This design comes from an exercise in tuning for small area and a short achievable clock period on the open sky130 flow, not from production work.
At most, simulation tests tie the RTL to the original design; equivalence was not proved.
No functional check of the RTL was part of run 1.

==> flow/design.v, too long to show whole: its modules and the start of the top module <==
// module FA: 6 lines
// module HA: 6 lines
// module XN2: 5 lines
// module OR2: 5 lines
// module MX: 5 lines
// module X2: 5 lines
// module LSTM: 1752 lines
module LSTM(clk, Of, En, Ci, Cip, In, Ui, Uf, Uk, Uo, Wi, Wk, Wf, Wo, Vo, Bi, Bo, Bf, Bk, PrevH, Cout, Hout);
  // ...
==> flow/flow/run.sh <==
#!/bin/bash
set -euo pipefail
export BUFFER_PORTS_ARGS="-buffer_cell sky130_fd_sc_hd__buf_1"
bash standard.sh > standard_flow.log 2>&1
==> flow/standard.sh <==
#!/bin/bash
# synth_recipe.tcl (not shown) runs the flow's synth.tcl, then flattens the netlist and writes it again
# the make line also repeats each setting of config.mk as NAME=value (left out here)
make -C /OpenROAD-flow-scripts/flow DESIGN_CONFIG=/design/flow/config.mk WORK_HOME=/design/flow/orfs CLKGATE_MAP_FILE= SYNTH_SCRIPT=/design/flow/synth_recipe.tcl "${@:-finish}"
==> flow/config.mk <==
export PLATFORM = sky130hd
export DESIGN_NAME = LSTM
export DESIGN_NICKNAME = LSTM
export VERILOG_FILES = /design/flow/design.v
export SDC_FILE = /design/flow/constraint.sdc
export NUM_CORES = 4
export LEC_CHECK = 0
export CAP_MARGIN = 20
export CORE_MARGIN = 2
export CORE_UTILIZATION = 40
export CTS_BUF_LIST = sky130_fd_sc_hd__clkbuf_8
export SLEW_MARGIN = 20
export SYNTH_HIERARCHICAL = 1
==> flow/constraint.sdc <==
create_clock -name core_clock -period 45.0 [get_ports {clk}]
set_input_delay 9.0000 -clock core_clock [delete_from_list [all_inputs] [get_ports {clk}]]
set_output_delay 9.0000 -clock core_clock [all_outputs]
set_load 0.01 [all_outputs]
==> results.sh, run 1 <==
export IMPL_area_dominant_class="multi-input combinational cells"
export IMPL_grt_pass1_vias=10667
export IMPL_synth_top_area_frac=0.572
export IMPL_status="no timing/DRC/antenna violations"
export IMPL_yosysWarnings=7
export IMPL_synth_top_family_by_area="adder cells"
export IMPL_cpPeakStageDelay_ps=580
export IMPL_setup_tns_ps=0
export IMPL_synthAdderAreaFrac=0.595
export IMPL_worst_path_buf_inv=2
export IMPL_worstPathArrival_ps=16940
export IMPL_wl_met1_um=14000
export IMPL_rsz0062_at_grt="no"
export IMPL_min_path_type="reg -> reg"
export IMPL_yosys_top_cells_count="454 x nand2_1, 388 x fa_1, 118 x xnor2_1, 68 x or2_1"
export IMPL_die_y_um=188
export IMPL_cts_tree="done"
export IMPL_period_minus_slack_ps=25940
export IMPL_pre_cts_ws_ps=19060
export IMPL_cts_resized=0
export IMPL_synthesis_nets=1934
export IMPL_via_per_inst=5.07
export IMPL_holdCritStartpoint="u_r[8]"
export IMPL_ys_seq_area_frac=0.0369
export IMPL_root_buffer="clkbuf_8"
export IMPL_dp_cells=1902
export IMPL_core_mm2=0.0334
export IMPL_synth_seq_cells=25
export IMPL_detail_route_iter0_violations=590
==> run 2: changes to the inputs <==
--- a/flow/design.v
+++ b/flow/design.v
@@ -222,17 +222,17 @@
   wire c129;
   OR2 or129(.a(s109), .b(c128), .y(c129));
   wire s130, c130;
   FA fa130(.a(s114), .b(c109), .ci(c129), .s(s130), .co(c130));
   wire s131, c131;
   FA fa131(.a(s118), .b(c114), .ci(c130), .s(s131), .co(c131));
   wire w132 = ~c118 ^ ~s121;
   wire x133;
-  X2 xo133(.a(w132), .b(~c131), .y(x133));
+  X2 xo133(.a(w132), .b(c131), .y(x133));
   wire pp134 = ~(PrevH[0] & Ui[0]);
   wire pp135 = ~(PrevH[0] & Ui[1]);
   wire pp136 = ~(PrevH[0] & Ui[2]);
   wire pp137 = ~(PrevH[0] & Ui[3]);
   wire pp138 = ~(PrevH[0] & Ui[4]);
   wire pp139 = ~(PrevH[0] & Ui[5]);
   wire pp140 = ~(PrevH[0] & Ui[6]);
   wire pp141 = ~(PrevH[0] & Ui[7]);
@@ -385,17 +385,17 @@
   wire c238;
   OR2 or238(.a(s218), .b(c237), .y(c238));
   wire s239, c239;
   FA fa239(.a(s223), .b(c218), .ci(c238), .s(s239), .co(c239));
   wire s240, c240;
   FA fa240(.a(s227), .b(c223), .ci(c239), .s(s240), .co(c240));
   wire w241 = ~c227 ^ ~s230;
   wire x242;
-  X2 xo242(.a(w241), .b(~c240), .y(x242));
+  X2 xo242(.a(w241), .b(c240), .y(x242));
   wire pp243 = ~(In[0] & Wf[0]);
   wire pp244 = ~(In[0] & Wf[1]);
   wire pp245 = ~(In[0] & Wf[2]);
   wire pp246 = ~(In[0] & Wf[3]);
   wire pp247 = ~(In[0] & Wf[4]);
   wire pp248 = ~(In[0] & Wf[5]);
   wire pp249 = ~(In[0] & Wf[6]);
   wire pp250 = ~(In[0] & Wf[7]);
@@ -548,17 +548,17 @@
   wire c347;
   OR2 or347(.a(s327), .b(c346), .y(c347));
   wire s348, c348;
   FA fa348(.a(s332), .b(c327), .ci(c347), .s(s348), .co(c348));
   wire s349, c349;
   FA fa349(.a(s336), .b(c332), .ci(c348), .s(s349), .co(c349));
   wire w350 = ~c336 ^ ~s339;
   wire x351;
-  X2 xo351(.a(w350), .b(~c349), .y(x351));
+  X2 xo351(.a(w350), .b(c349), .y(x351));
   wire pp352 = ~(In[0] & Wk[0]);
   wire pp353 = ~(In[0] & Wk[1]);
   wire pp354 = ~(In[0] & Wk[2]);
   wire pp355 = ~(In[0] & Wk[3]);
   wire pp356 = ~(In[0] & Wk[4]);
   wire pp357 = ~(In[0] & Wk[5]);
   wire pp358 = ~(In[0] & Wk[6]);
   wire pp359 = ~(In[0] & Wk[7]);
@@ -711,17 +711,17 @@
   wire c456;
   OR2 or456(.a(s436), .b(c455), .y(c456));
   wire s457, c457;
   FA fa457(.a(s441), .b(c436), .ci(c456), .s(s457), .co(c457));
   wire s458, c458;
   FA fa458(.a(s445), .b(c441), .ci(c457), .s(s458), .co(c458));
   wire w459 = ~c445 ^ ~s448;
   wire x460;
-  X2 xo460(.a(w459), .b(~c458), .y(x460));
+  X2 xo460(.a(w459), .b(c458), .y(x460));
   wire pp461 = ~(PrevH[0] & Uk[0]);
   wire pp462 = ~(PrevH[0] & Uk[1]);
   wire pp463 = ~(PrevH[0] & Uk[2]);
   wire pp464 = ~(PrevH[0] & Uk[3]);
   wire pp465 = ~(PrevH[0] & Uk[4]);
   wire pp466 = ~(PrevH[0] & Uk[5]);
   wire pp467 = ~(PrevH[0] & Uk[6]);
   wire pp468 = ~(PrevH[0] & Uk[7]);
@@ -874,17 +874,17 @@
   wire c565;
   OR2 or565(.a(s545), .b(c564), .y(c565));
   wire s566, c566;
   FA fa566(.a(s550), .b(c545), .ci(c565), .s(s566), .co(c566));
   wire s567, c567;
   FA fa567(.a(s554), .b(c550), .ci(c566), .s(s567), .co(c567));
   wire w568 = ~c554 ^ ~s557;
   wire x569;
-  X2 xo569(.a(w568), .b(~c567), .y(x569));
+  X2 xo569(.a(w568), .b(c567), .y(x569));
   wire pp570 = ~(In[0] & Wo[0]);
   wire pp571 = ~(In[0] & Wo[1]);
   wire pp572 = ~(In[0] & Wo[2]);
   wire pp573 = ~(In[0] & Wo[3]);
   wire pp574 = ~(In[0] & Wo[4]);
   wire pp575 = ~(In[0] & Wo[5]);
   wire pp576 = ~(In[0] & Wo[6]);
   wire pp577 = ~(In[0] & Wo[7]);
@@ -1037,17 +1037,17 @@
   wire c674;
   OR2 or674(.a(s654), .b(c673), .y(c674));
   wire s675, c675;
   FA fa675(.a(s659), .b(c654), .ci(c674), .s(s675), .co(c675));
   wire s676, c676;
   FA fa676(.a(s663), .b(c659), .ci(c675), .s(s676), .co(c676));
   wire w677 = ~c663 ^ ~s666;
   wire x678;
-  X2 xo678(.a(w677), .b(~c676), .y(x678));
+  X2 xo678(.a(w677), .b(c676), .y(x678));
   wire pp679 = ~(PrevH[0] & Uo[0]);
   wire pp680 = ~(PrevH[0] & Uo[1]);
   wire pp681 = ~(PrevH[0] & Uo[2]);
   wire pp682 = ~(PrevH[0] & Uo[3]);
   wire pp683 = ~(PrevH[0] & Uo[4]);
   wire pp684 = ~(PrevH[0] & Uo[5]);
   wire pp685 = ~(PrevH[0] & Uo[6]);
   wire pp686 = ~(PrevH[0] & Uo[7]);
@@ -1200,17 +1200,17 @@
   wire c783;
   OR2 or783(.a(s763), .b(c782), .y(c783));
   wire s784, c784;
   FA fa784(.a(s768), .b(c763), .ci(c783), .s(s784), .co(c784));
   wire s785, c785;
   FA fa785(.a(s772), .b(c768), .ci(c784), .s(s785), .co(c785));
   wire w786 = ~c772 ^ ~s775;
   wire x787;
-  X2 xo787(.a(w786), .b(~c785), .y(x787));
+  X2 xo787(.a(w786), .b(c785), .y(x787));
   wire pp788 = ~(Ci[0] & Vo[0]);
   wire pp789 = ~(Ci[0] & Vo[1]);
   wire pp790 = ~(Ci[0] & Vo[2]);
   wire pp791 = ~(Ci[0] & Vo[3]);
   wire pp792 = ~(Ci[0] & Vo[4]);
   wire pp793 = ~(Ci[0] & Vo[5]);
   wire pp794 = ~(Ci[0] & Vo[6]);
   wire pp795 = ~(Ci[0] & Vo[7]);
@@ -1363,48 +1363,48 @@
   wire c892;
   OR2 or892(.a(s872), .b(c891), .y(c892));
   wire s893, c893;
   FA fa893(.a(s877), .b(c872), .ci(c892), .s(s893), .co(c893));
   wire s894, c894;
   FA fa894(.a(s881), .b(c877), .ci(c893), .s(s894), .co(c894));
   wire w895 = ~c881 ^ ~s884;
   wire x896;
-  X2 xo896(.a(w895), .b(~c894), .y(x896));
+  X2 xo896(.a(w895), .b(c894), .y(x896));
   wire s897, c897;
   FA fa897(.a(s125), .b(s234), .ci(~Cip), .s(s897), .co(c897));
   wire s898, c898;
   FA fa898(.a(s126), .b(s235), .ci(c897), .s(s898), .co(c898));
   wire s899, c899;
   FA fa899(.a(s127), .b(s236), .ci(c898), .s(s899), .co(c899));
   wire s900, c900;
   FA fa900(.a(s128), .b(s237), .ci(c899), .s(s900), .co(c900));
   wire s901, c901;
   FA fa901(.a(s129), .b(s238), .ci(c900), .s(s901), .co(c901));
   wire s902, c902;
   FA fa902(.a(s130), .b(s239), .ci(c901), .s(s902), .co(c902));
   wire s903, c903;
   FA fa903(.a(s131), .b(s240), .ci(c902), .s(s903), .co(c903));
   wire s904, c904;
-  FA fa904(.a(x133), .b(x242), .ci(~c903), .s(s904), .co(c904));
+  FA fa904(.a(x133), .b(x242), .ci(c903), .s(s904), .co(c904));
   wire s905, c905;
-  FA fa905(.a(s897), .b(w1), .ci(~c904), .s(s905), .co(c905));
+  FA fa905(.a(s897), .b(w1), .ci(c904), .s(s905), .co(c905));
   wire s906, c906;
   FA fa906(.a(s898), .b(w2), .ci(c905), .s(s906), .co(c906));
   wire s907, c907;
   FA fa907(.a(s899), .b(w3), .ci(c906), .s(s907), .co(c907));
   wire s908, c908;
   FA fa908(.a(s900), .b(w4), .ci(c907), .s(s908), .co(c908));
   wire s909, c909;
   FA fa909(.a(s901), .b(w5), .ci(c908), .s(s909), .co(c909));
   wire s910, c910;
   FA fa910(.a(s902), .b(w6), .ci(c909), .s(s910), .co(c910));
   wire s911, c911;
   FA fa911(.a(s903), .b(w7), .ci(c910), .s(s911), .co(c911));
-  wire s912 = ~s904 ^ w8 ^ c911;
+  wire s912 = s904 ^ w8 ^ c911;
   wire s913;
   XN2 xn913(.a(s343), .b(w1), .y(s913));
   wire c913;
   OR2 or913(.a(s343), .b(w1), .y(c913));
   wire s914, c914;
   FA fa914(.a(s344), .b(w2), .ci(c913), .s(s914), .co(c914));
   wire s915, c915;
   FA fa915(.a(s345), .b(w3), .ci(c914), .s(s915), .co(c915));
@@ -1412,23 +1412,23 @@
   FA fa916(.a(s346), .b(w4), .ci(c915), .s(s916), .co(c916));
   wire s917, c917;
   FA fa917(.a(s347), .b(w5), .ci(c916), .s(s917), .co(c917));
   wire s918, c918;
   FA fa918(.a(s348), .b(w6), .ci(c917), .s(s918), .co(c918));
   wire s919, c919;
   FA fa919(.a(s349), .b(w7), .ci(c918), .s(s919), .co(c919));
   wire s920, c920;
-  FA fa920(.a(~x351), .b(w8), .ci(c919), .s(s920), .co(c920));
+  FA fa920(.a(x351), .b(w8), .ci(c919), .s(s920), .co(c920));
   wire w921 = &{~s913, ~s914, ~s915, ~s916, ~s917, ~s918, ~s919, ~s920};
-  wire w922 = ~c920 | (x351 & w921);
+  wire w922 = ~c920 | (~x351 & w921);
   wire s923;
-  XN2 xn923(.a(s913), .b(~x351), .y(s923));
+  XN2 xn923(.a(s913), .b(x351), .y(s923));
   wire c923;
-  OR2 or923(.a(s913), .b(~x351), .y(c923));
+  OR2 or923(.a(s913), .b(x351), .y(c923));
   wire s924;
   XN2 xn924(.a(s914), .b(c923), .y(s924));
   wire c924;
   OR2 or924(.a(s914), .b(c923), .y(c924));
   wire s925;
   XN2 xn925(.a(s915), .b(c924), .y(s925));
   wire c925;
   OR2 or925(.a(s915), .b(c924), .y(c925));
@@ -1461,17 +1461,17 @@
   FA fa934(.a(s455), .b(s564), .ci(c933), .s(s934), .co(c934));
   wire s935, c935;
   FA fa935(.a(s456), .b(s565), .ci(c934), .s(s935), .co(c935));
   wire s936, c936;
   FA fa936(.a(s457), .b(s566), .ci(c935), .s(s936), .co(c936));
   wire s937, c937;
   FA fa937(.a(s458), .b(s567), .ci(c936), .s(s937), .co(c937));
   wire s938, c938;
-  FA fa938(.a(x460), .b(x569), .ci(~c937), .s(s938), .co(c938));
+  FA fa938(.a(x460), .b(x569), .ci(c937), .s(s938), .co(c938));
   wire s939;
   XN2 xn939(.a(s931), .b(w9), .y(s939));
   wire c939;
   OR2 or939(.a(s931), .b(w9), .y(c939));
   wire s940, c940;
   FA fa940(.a(s932), .b(w10), .ci(c939), .s(s940), .co(c940));
   wire s941, c941;
   FA fa941(.a(s933), .b(w11), .ci(c940), .s(s941), .co(c941));
@@ -1479,24 +1479,24 @@
   FA fa942(.a(s934), .b(w12), .ci(c941), .s(s942), .co(c942));
   wire s943, c943;
   FA fa943(.a(s935), .b(w13), .ci(c942), .s(s943), .co(c943));
   wire s944, c944;
   FA fa944(.a(s936), .b(w14), .ci(c943), .s(s944), .co(c944));
   wire s945, c945;
   FA fa945(.a(s937), .b(w15), .ci(c944), .s(s945), .co(c945));
   wire s946, c946;
-  FA fa946(.a(~s938), .b(w16), .ci(c945), .s(s946), .co(c946));
-  wire w947 = &{~s931, ~s932, ~s933, ~s934, ~s935, ~s936, ~s937, s938};
+  FA fa946(.a(s938), .b(w16), .ci(c945), .s(s946), .co(c946));
+  wire w947 = &{~s931, ~s932, ~s933, ~s934, ~s935, ~s936, ~s937, ~s938};
   wire w948 = &{~s939, ~s940, ~s941, ~s942, ~s943, ~s944, ~s945, ~s946};
   wire w949 = (&{~s940, ~s941, ~s942, ~s943, ~s944, ~s945, ~s946}) & ~(~s939);
   wire w950 = &Bk;
-  wire w951 = c938 | (w922 & w947);
-  wire w952 = ~c946 | (c938 & w948);
-  wire w953 = w947 ? w950 : (~c946 | w948 | (c938 & w949));
+  wire w951 = ~c938 | (w922 & w947);
+  wire w952 = ~c946 | (~c938 & w948);
+  wire w953 = w947 ? w950 : (~c946 | w948 | (~c938 & w949));
   wire m954;
   MX mx954(.s(w922), .a(w953), .b(w952), .y(m954));
   wire w955 = w922 ^ w951;
   wire w956 = w922 & w951;
   wire s957;
   XN2 xn957(.a(s939), .b(~w955), .y(s957));
   wire c957;
   OR2 or957(.a(s939), .b(~w955), .y(c957));
@@ -1648,17 +1648,17 @@
   FA fa1030(.a(s673), .b(s782), .ci(c1029), .s(s1030), .co(c1030));
   wire s1031, c1031;
   FA fa1031(.a(s674), .b(s783), .ci(c1030), .s(s1031), .co(c1031));
   wire s1032, c1032;
   FA fa1032(.a(s675), .b(s784), .ci(c1031), .s(s1032), .co(c1032));
   wire s1033, c1033;
   FA fa1033(.a(s676), .b(s785), .ci(c1032), .s(s1033), .co(c1033));
   wire s1034, c1034;
-  FA fa1034(.a(x678), .b(x787), .ci(~c1033), .s(s1034), .co(c1034));
+  FA fa1034(.a(x678), .b(x787), .ci(c1033), .s(s1034), .co(c1034));
   wire s1035;
   XN2 xn1035(.a(s888), .b(w17), .y(s1035));
   wire c1035;
   OR2 or1035(.a(s888), .b(w17), .y(c1035));
   wire s1036, c1036;
   FA fa1036(.a(s889), .b(w18), .ci(c1035), .s(s1036), .co(c1036));
   wire s1037, c1037;
   FA fa1037(.a(s890), .b(w19), .ci(c1036), .s(s1037), .co(c1037));
@@ -1666,17 +1666,17 @@
   FA fa1038(.a(s891), .b(w20), .ci(c1037), .s(s1038), .co(c1038));
   wire s1039, c1039;
   FA fa1039(.a(s892), .b(w21), .ci(c1038), .s(s1039), .co(c1039));
   wire s1040, c1040;
   FA fa1040(.a(s893), .b(w22), .ci(c1039), .s(s1040), .co(c1040));
   wire s1041, c1041;
   FA fa1041(.a(s894), .b(w23), .ci(c1040), .s(s1041), .co(c1041));
   wire s1042, c1042;
-  FA fa1042(.a(~x896), .b(w24), .ci(c1041), .s(s1042), .co(c1042));
+  FA fa1042(.a(x896), .b(w24), .ci(c1041), .s(s1042), .co(c1042));
   wire s1043;
   XN2 xn1043(.a(s1027), .b(s1035), .y(s1043));
   wire c1043;
   OR2 or1043(.a(s1027), .b(s1035), .y(c1043));
   wire s1044, c1044;
   FA fa1044(.a(s1028), .b(s1036), .ci(c1043), .s(s1044), .co(c1044));
   wire s1045, c1045;
   FA fa1045(.a(s1029), .b(s1037), .ci(c1044), .s(s1045), .co(c1045));
@@ -1684,51 +1684,51 @@
   FA fa1046(.a(s1030), .b(s1038), .ci(c1045), .s(s1046), .co(c1046));
   wire s1047, c1047;
   FA fa1047(.a(s1031), .b(s1039), .ci(c1046), .s(s1047), .co(c1047));
   wire s1048, c1048;
   FA fa1048(.a(s1032), .b(s1040), .ci(c1047), .s(s1048), .co(c1048));
   wire s1049, c1049;
   FA fa1049(.a(s1033), .b(s1041), .ci(c1048), .s(s1049), .co(c1049));
   wire s1050, c1050;
-  FA fa1050(.a(~s1034), .b(s1042), .ci(c1049), .s(s1050), .co(c1050));
+  FA fa1050(.a(s1034), .b(s1042), .ci(c1049), .s(s1050), .co(c1050));
   wire s1051, c1051;
-  FA fa1051(.a(~c1034), .b(c1042), .ci(c1050), .s(s1051), .co(c1051));
+  FA fa1051(.a(c1034), .b(c1042), .ci(c1050), .s(s1051), .co(c1051));
   wire [9:0] P1051 = {~c1051, ~s1051, ~s1050, ~s1049, ~s1048, ~s1047, ~s1046, ~s1045, ~s1044, ~s1043};
-  wire w1052 = &{~s1027, ~s1028, ~s1029, ~s1030, ~s1031, ~s1032, ~s1033, s1034};
+  wire w1052 = &{~s1027, ~s1028, ~s1029, ~s1030, ~s1031, ~s1032, ~s1033, ~s1034};
   wire w1053 = &{~s1035, ~s1036, ~s1037, ~s1038, ~s1039, ~s1040, ~s1041, ~s1042};
-  wire w1054 = c1034 | (0 & w1052);
+  wire w1054 = ~c1034 | (0 & w1052);
   wire w1055 = ~c1042 | (w1054 & w1053);
   wire w1056 = ((w1054 & w1055) ? ({1'b0, P1051} + 11'd0 >= 11'd766) : ((w1054 | w1055) ? ({1'b0, P1051} + 11'd0 >= 11'd511) : ({1'b0, P1051} + 11'd0 >= 11'd256)));
   wire w1057 = 0 ^ w1054 ^ w1055;
   wire w1058 = (0 & w1054) | (0 & w1055) | (w1054 & w1055);
-  wire w1059 = c1034 | (1 & w1052);
+  wire w1059 = ~c1034 | (1 & w1052);
   wire w1060 = ~c1042 | (w1059 & w1053);
   wire w1061 = ((w1059 & w1060) ? ({1'b0, P1051} + 11'd1 >= 11'd766) : ((w1059 | w1060) ? ({1'b0, P1051} + 11'd1 >= 11'd511) : ({1'b0, P1051} + 11'd1 >= 11'd256)));
   wire w1062 = 1 ^ w1059 ^ w1060;
   wire w1063 = (1 & w1059) | (1 & w1060) | (w1059 & w1060);
   wire w1064 = &{~s1043, ~s1044, ~s1045, ~s1046, ~s1047, ~s1048, ~s1049};
   wire w1065 = &{~s1044, ~s1045, ~s1046, ~s1047, ~s1048, ~s1049};
   wire w1066 = (&{~s1045, ~s1046, ~s1047, ~s1048, ~s1049}) & (~s1044 | ~s1043);
-  wire w1067 = &{~s1027, ~s1028, ~s1029, ~s1030, ~s1031, ~s1032, ~s1033, s1034};
+  wire w1067 = &{~s1027, ~s1028, ~s1029, ~s1030, ~s1031, ~s1032, ~s1033, ~s1034};
   wire w1068 = &{~s1035, ~s1036, ~s1037, ~s1038, ~s1039, ~s1040, ~s1041, ~s1042};
-  wire w1069 = c1034 | (0 & w1067);
+  wire w1069 = ~c1034 | (0 & w1067);
   wire w1070 = ~c1042 | (w1069 & w1068);
   wire w1071 = ~w1069 & ~w1070;
   wire w1072 = w1069 ^ w1070;
   wire w1073 = ~(w1069 & w1070);
   wire w1074 = w1073 | (~s1050 & w1065);
   wire w1075 = w1071 | (w1072 & ~s1050 & w1064);
   wire o1076;
   OR2 ok1076(.a(~c1051), .b(w1075), .y(o1076));
   wire m1077;
   MX mx1077(.s(~c1051), .a(w1074), .b(1'b0), .y(m1077));
   wire m1078;
   MX mx1078(.s(~s1051), .a(o1076), .b(m1077), .y(m1078));
-  wire w1079 = c1034 | (1 & w1067);
+  wire w1079 = ~c1034 | (1 & w1067);
   wire w1080 = ~c1042 | (w1079 & w1068);
   wire w1081 = ~w1079 & ~w1080;
   wire w1082 = w1079 ^ w1080;
   wire w1083 = ~(w1079 & w1080);
   wire w1084 = w1083 | (~s1050 & w1066);
   wire w1085 = w1081 | (w1082 & ~s1050 & w1065);
   wire w1086 = w1081 & ~s1050 & w1064;
   wire o1087;
==> run 2 against run 1 <==
Net effect:
- via count about the same
- non-clock buffer count unchanged
- setup slack improved by 18 ps
- utilization decreased by 0.12 points
- still clean
- largest cell class unchanged
- first-iteration DRC count decreased by 4.6%
==> results.sh, run 2 <==
export IMPL_critPathLaunchType="input port"
export IMPL_initial_core_util=0.405
export IMPL_drt_total_wl_um=31600
export IMPL_largest_register="u_r"
export IMPL_cp_required_ps=36000
export IMPL_syn_cell_area_mm2=0.0135
export IMPL_fmax_ghz=0.0386
export IMPL_synth_area_leaders="fa_1 57%, nand2_1 13%, xnor2_1 7.8%"
export IMPL_die_y_um=188
export IMPL_startpoint="In[1]"
export IMPL_setup_viol=0
export IMPL_yosysWarnings=7
export IMPL_netlist_top_cell_by_area="fa_1"
export IMPL_num_rows=67
export IMPL_grt_pass1_vias=10586
export IMPL_yosys_top_cells_count="454 x nand2_1, 388 x fa_1, 121 x xnor2_1, 67 x or2_1, 61 x clkbuf_1"
export IMPL_wire_per_inst_um=16.7
export IMPL_synthesis_nets=1920
export IMPL_worst_pin_slew_ps=924
export IMPL_grt_antenna_before_repair=5
export IMPL_fill_cells=3316
export IMPL_ioPinCount=148
export IMPL_async_flop_share=0
export IMPL_grt_start_max_net_pins=33
export IMPL_avgSynthCellArea_um2=9.84
export IMPL_setup_ws_ps=19080
export IMPL_die_area_mm2=0.0353
export IMPL_finClkSkew_ps=5.40
export IMPL_cts_hold_buffers=0
export IMPL_gp_congestion=0.823
export IMPL_drive_gt1_frac=0.0319
export IMPL_ant_nets=0
export IMPL_core_mm2=0.0334
export IMPL_drc=0
export IMPL_vias=9667
export IMPL_syn2layout_area_growth_pct=6.38
export IMPL_largest_reg_flops=9
export IMPL_dpl_hpwl_um=26900
export IMPL_status="no timing/DRC/antenna violations"
export IMPL_nets=1985
export IMPL_cp_max_fo=29
export IMPL_r2r_slack_ps=37090
export IMPL_reg_top3="u_r x9, ft_r x8, h_r x8"
export IMPL_final_cell_mix="454 x nand2_1, 388 x fa_1, 131 x buf_1"
export IMPL_endpoint_kind="output pin"
export IMPL_min_path_type="reg -> reg"
export IMPL_hold_viol=0
export IMPL_rsz0062_at_grt="no"
export IMPL_worstPathArrival_ps=16920
export IMPL_die_x_um=188
export IMPL_grtUsageTotal=0.188
export IMPL_period_minus_slack_ps=25920
export IMPL_r2r_start="ft_r[0]"
export IMPL_relSlewSlack=0.384
export IMPL_period_share=0.576
export IMPL_whs_ps=1460
export IMPL_portBuffers=131
export IMPL_pre_cts_ws_ps=19060
export IMPL_rr_worst_depth=25
export IMPL_detail_route_iter0_violations=563
export IMPL_ys_flop_type="dfxtp_1"
export IMPL_ctsHtreeMaxLevel=1
export IMPL_yosysUniqueCellTypes=56
export IMPL_synth_top_area_frac=0.574
export IMPL_ys_seq_area_frac=0.0370
export IMPL_maxCapViolations=0
export IMPL_clock_sinks=25
export IMPL_layout_commonest_cell="nand2_1"
export IMPL_r2r_end="h_r[7]"
export IMPL_clk_latency_ps=280
export IMPL_grt_pass1_wl_um=53200
export IMPL_syn_instance_count=1376
export IMPL_grt_overflow=0
export IMPL_post_cts_buffers=0
export IMPL_dr_pass1_iters=5
export IMPL_cts_resized=0
export IMPL_via_per_inst=5.11
export IMPL_root_buffer="clkbuf_8"
export IMPL_maxSlewViolCount=0
export IMPL_clk_pin_slew_ps=100
export IMPL_setup_tns_ps=0
export IMPL_yosysMostFrequentCell="nand2_1"
export IMPL_crit_path_end="Of"
export IMPL_cts_buffers=3
export IMPL_cts_tree="done"
export IMPL_synth_edf_count=0
export IMPL_synth_seq_cells=25
export IMPL_cts_buffer_depth=2
export IMPL_path_class="in -> out"
-- run 2: metal layers --
metal	vias up	GRT usage	wire, um
met3	36	0.0228	1680
met5	-	0	34
li1	4313	-	-
met2	252	0.330	15900
met1	5060	0.254	13500
met4	6	0.0351	453
-- run 2: logic make-up after synthesis --
group           Yosys count  share of synthesized area
other cells               1                   0.000277
flops                    25                     0.0370
simple gates            620                      0.200
mux                      16                     0.0177
fa+ha+maj               413                      0.597
xor+xnor                139                     0.0899
compound gates           34                     0.0199
buf+inv                 128                     0.0380
-- run 2: layout make-up --
cell class	instances	area (um2)	share of cell area
Clock buffer	3	41.3	0.00287
Sequential cell	25	500	0.0348
Inverter	42	158	0.0109
Multi-Input combinational cell	1223	12500	0.870
Clock inverter	1	8.76	0.000608
Timing Repair Buffer	146	604	0.0420
Antenna cell	2	5.00	0.000348
Tap cell	448	561	0.0389
-- run 2: worst min-delay path by stage --
stage / slack (ps) / end / cells past startpoint / startpoint
finish: 1460 / h_r[0] / 7 / u_r[8]
global placement: 1380 / h_r[0] / 7 / u_r[8]
CTS: 1460 / h_r[0] / 7 / u_r[8]
floorplan: 1200 / h_r[0] / 7 / u_r[8]
global route: 1600 / h_r[0] / 7 / u_r[8]
detailed placement: 1440 / h_r[0] / 7 / u_r[8]
-- run 2: metrics by stage --
stage	util	std cells	instance area (um2)
floorplan	-	1376	13500
global placement	0.429	1884	14300
detailed placement	0.429	1884	14300
CTS	0.430	1888	14400
global route	0.431	1890	14400
finish	0.431	1890	14400
-- run 2: worst max-delay path: stages --
cell	delay, ps
buf_1	60
buf_4	330
nand2_1	140
fa_1	490
fa_1	410
fa_1	410
fa_1	380
fa_1	380
fa_1	380
fa_1	470
or2_1	240
fa_1	390
fa_1	510
fa_1	600
fa_1	480
fa_1	550
nor2_1	60
nand2_1	70
or2_2	130
nor2_1	50
and2_1	160
mux2_4	260
mux2_4	270
mux2_4	250
mux2_4	290
buf_1	130
-- run 2: Yosys stat by module (local to each module, per instance), a selection --
module	cells inside	flops+latches	times used
MX	1	0	16
FA	1	0	388
XN2	1	0	65
HA	1	0	15
LSTM	817	25	1
OR2	1	0	67

## separate check: timing with driven ports
Ports are ideal in the flow. The routed layouts listed here were re-timed in OpenROAD. Step 1: set_driving_cell puts a clkbuf_16 on clk and a buf_2 on each other input, an assumption about the parent block. Step 2, shift: input delay + t, output delay - t, t = (earliest + latest rising clock arrival at the registers) / 2. This alone moves slack from input paths to output paths. Slacks: ideal ports / drivers / drivers and shift; pairs: ideal ports / drivers.
run	shift t [ns]	setup slack, ns	latest minus earliest clock arrival (ns)
run 1	0.297	19.062 / 19.035 / 19.035	0.003 / 0.002
run 2	0.311	19.080 / 19.055 / 19.055	0.005 / 0.005
After both steps every run listed still meets setup and hold. The setup slack of run 1, which loses most, moves by -0.027 ns with the drivers and by -0.027 ns with both steps.
